Context: an optimization exercise on an open-source flow, tuned for small area. The choices shown serve that exercise and are no tape-out recipe.
In this exercise RTL edits were held to simulation tests only and were not proved equivalent to the original.
No activity file was given, so power comes from the tool's default toggle rates.

==> flow/design.v (excerpt) <==
module systolic_array(
    input wire[7:0] inp_west0,
    input wire[7:0] inp_west4,
    input wire[7:0] inp_west8,
    input wire[7:0] inp_west12,
    input wire[7:0] inp_north0,
    input wire[7:0] inp_north1,
    input wire[7:0] inp_north2,
    input wire[7:0] inp_north3,
    output wire [15:0] out00,
    output wire [15:0] out01,
    output wire [15:0] out02,
    output wire [15:0] out03,
    output wire [15:0] out04,
    output wire [15:0] out05,
    output wire [15:0] out06,
    output wire [15:0] out07,
    output wire [15:0] out08,
    output wire [15:0] out09,
    output wire [15:0] out10,
    output wire [15:0] out11,
    output wire [15:0] out12,
    output wire [15:0] out13,
    output wire [15:0] out14,
    output wire [15:0] out15,
    input wire clk,
    input wire rst,
    output reg done);
For scale: ~380 flip-flops, roughly 320 I/O pins, ~36000 sq um of cells after synthesis.
clock: 6.0 ns
lec_check: 0
abc_area: 1
cap_margin: 20
core_margin: 2
core_utilization: 65
gpl_timing_driven: 0
setup_slack_margin: 0.15
slew_margin: 20
standard.sh (not shown) runs the stock make flow with config.mk's settings and CLKGATE_MAP_FILE= SYNTH_SCRIPT=/design/flow/synth_recipe.tcl, a recipe that flattens the netlist after the stock synthesis.
==> flow/flow/run.sh <==
#!/bin/bash
# The standard layout (standard.sh) with these changes:
#  - SYNTH_ARGS=-noabc: Yosys's quick ABC pass inside `synth` is skipped, so the explicit
#    full-adder trees in the RTL reach extract_fa unchanged and map to fa/ha cells without
#    inverters between them (the final ABC mapping still runs as usual);
#  - port buffers are buf_1 instead of the 10 um2 delay buffers buffer_ports picks by default
#    (every input and output port still gets its own buffer);
#  - REMOVE_ABC_BUFFERS=1: the floorplan step removes the buffers ABC inserted instead of
#    resizing for timing that early (repair_design and repair_timing run later as usual);
#  - clock tree: no dummy loads, clkbuf_16 only, sink clusters of up to 30 within 80 um.
set -euo pipefail
export SYNTH_ARGS=-noabc
export REMOVE_ABC_BUFFERS=1
export BUFFER_PORTS_ARGS="-inputs -outputs -buffer_cell sky130_fd_sc_hd__buf_1"
export CTS_ARGS="-sink_clustering_enable -repair_clock_nets -dont_use_dummy_load -sink_clustering_size 30 -sink_clustering_max_diameter 80 -buf_list {sky130_fd_sc_hd__clkbuf_16}"
bash standard.sh > standard.log 2>&1
Rerun with:
--- a/flow/flow/run.sh
+++ b/flow/flow/run.sh
@@ -7,4 +7,2 @@
 #    (every input and output port still gets its own buffer);
-#  - REMOVE_ABC_BUFFERS=1: the floorplan step removes the buffers ABC inserted instead of
-#    resizing for timing that early (repair_design and repair_timing run later as usual);
 #  - clock tree: no dummy loads, clkbuf_16 only, sink clusters of up to 30 within 80 um.
@@ -12,3 +10,2 @@
 export SYNTH_ARGS=-noabc
-export REMOVE_ABC_BUFFERS=1
 export BUFFER_PORTS_ARGS="-inputs -outputs -buffer_cell sky130_fd_sc_hd__buf_1"
Core utilization grows by 0.95 points.
Sequential share of layout area shrinks by 0.33 points.
Design area grows slightly.
Power grows slightly.
Global-route usage grows by 0.26 points.
Synthesized cell count stays the same.
Clock-buffer cell count grows by 3.
Via count grows slightly.
Cell count grows slightly.
Area after synthesis does not change.
Rerun with:
--- a/flow/flow/run.sh
+++ b/flow/flow/run.sh
@@ -7,3 +7,3 @@
 #    (every input and output port still gets its own buffer);
-#  - clock tree: no dummy loads, clkbuf_16 only, sink clusters of up to 30 within 80 um.
+#  - clock tree: no dummy loads, clkbuf_8/16 only, larger sink clusters.
 set -euo pipefail
@@ -11,3 +11,3 @@
 export BUFFER_PORTS_ARGS="-inputs -outputs -buffer_cell sky130_fd_sc_hd__buf_1"
-export CTS_ARGS="-sink_clustering_enable -repair_clock_nets -dont_use_dummy_load -sink_clustering_size 30 -sink_clustering_max_diameter 80 -buf_list {sky130_fd_sc_hd__clkbuf_16}"
+export CTS_ARGS="-sink_clustering_enable -repair_clock_nets -dont_use_dummy_load -sink_clustering_size 20 -sink_clustering_max_diameter 60 -buf_list {sky130_fd_sc_hd__clkbuf_8 sky130_fd_sc_hd__clkbuf_16}"
 bash standard.sh > standard.log 2>&1
What happened: The new run passed the timing, design-rule and antenna checks. Setup slack improved by 0.036 ns. Power climbs by 3.4%. Routed wire length climbs by 0.67%.
Rerun with:
--- a/flow/config.mk
+++ b/flow/config.mk
@@ -7,3 +7,2 @@
 export LEC_CHECK = 0
-export ABC_AREA = 1
 export CAP_MARGIN = 20
@@ -12,3 +11,2 @@
 export GPL_TIMING_DRIVEN = 0
-export SETUP_SLACK_MARGIN = 0.15
 export SLEW_MARGIN = 20
Hold slack is better by 0.14 ns.
Routed wire length grows by about a fifth.
Utilization decreases by 1.2 points.
Via count grows by a little under a tenth.
Flip-flop and latch count does not change.

what the ideal ports hide:
The results above use ideal ports. As a check the final layouts listed here were re-extracted and re-timed, cells and wires unchanged. Step 1 sets driving cells, clkbuf_16 on the clock port and buf_2 on the other inputs (assumed; they add their load-dependent delay and slew). Step 2 times the ports against the registers' clock, not the clock port: input delays grow and output delays shrink by t, the midpoint of the rising clock arrivals with the driver on. Three values: ideal ports, drivers, drivers and shift; two values: the first two.
run	shift t [ns]	setup slack, ns	hold slack, ns	clock arrival spread, ns	worst slew at a driven data input, ns
the first run	0.675	0.204 / 0.239 / -0.437	0.338 / 0.338 / 0.338	0.075 / 0.075	0.08
the second run	0.603	0.223 / 0.254 / -0.349	0.315 / 0.315 / 0.315	0.058 / 0.058	0.06
the third run	0.631	0.259 / 0.292 / -0.333	0.334 / 0.334 / 0.334	0.057 / 0.058	0.06
the fourth run	0.641	0.100 / 0.124 / -0.517	0.469 / 0.469 / 0.469	0.074 / 0.073	0.09
With both steps, setup timing fails in every run listed, where it was met with ideal ports. The setup slack of the first run, which loses most, moves by +0.035 ns with the drivers and by -0.641 ns with both steps.
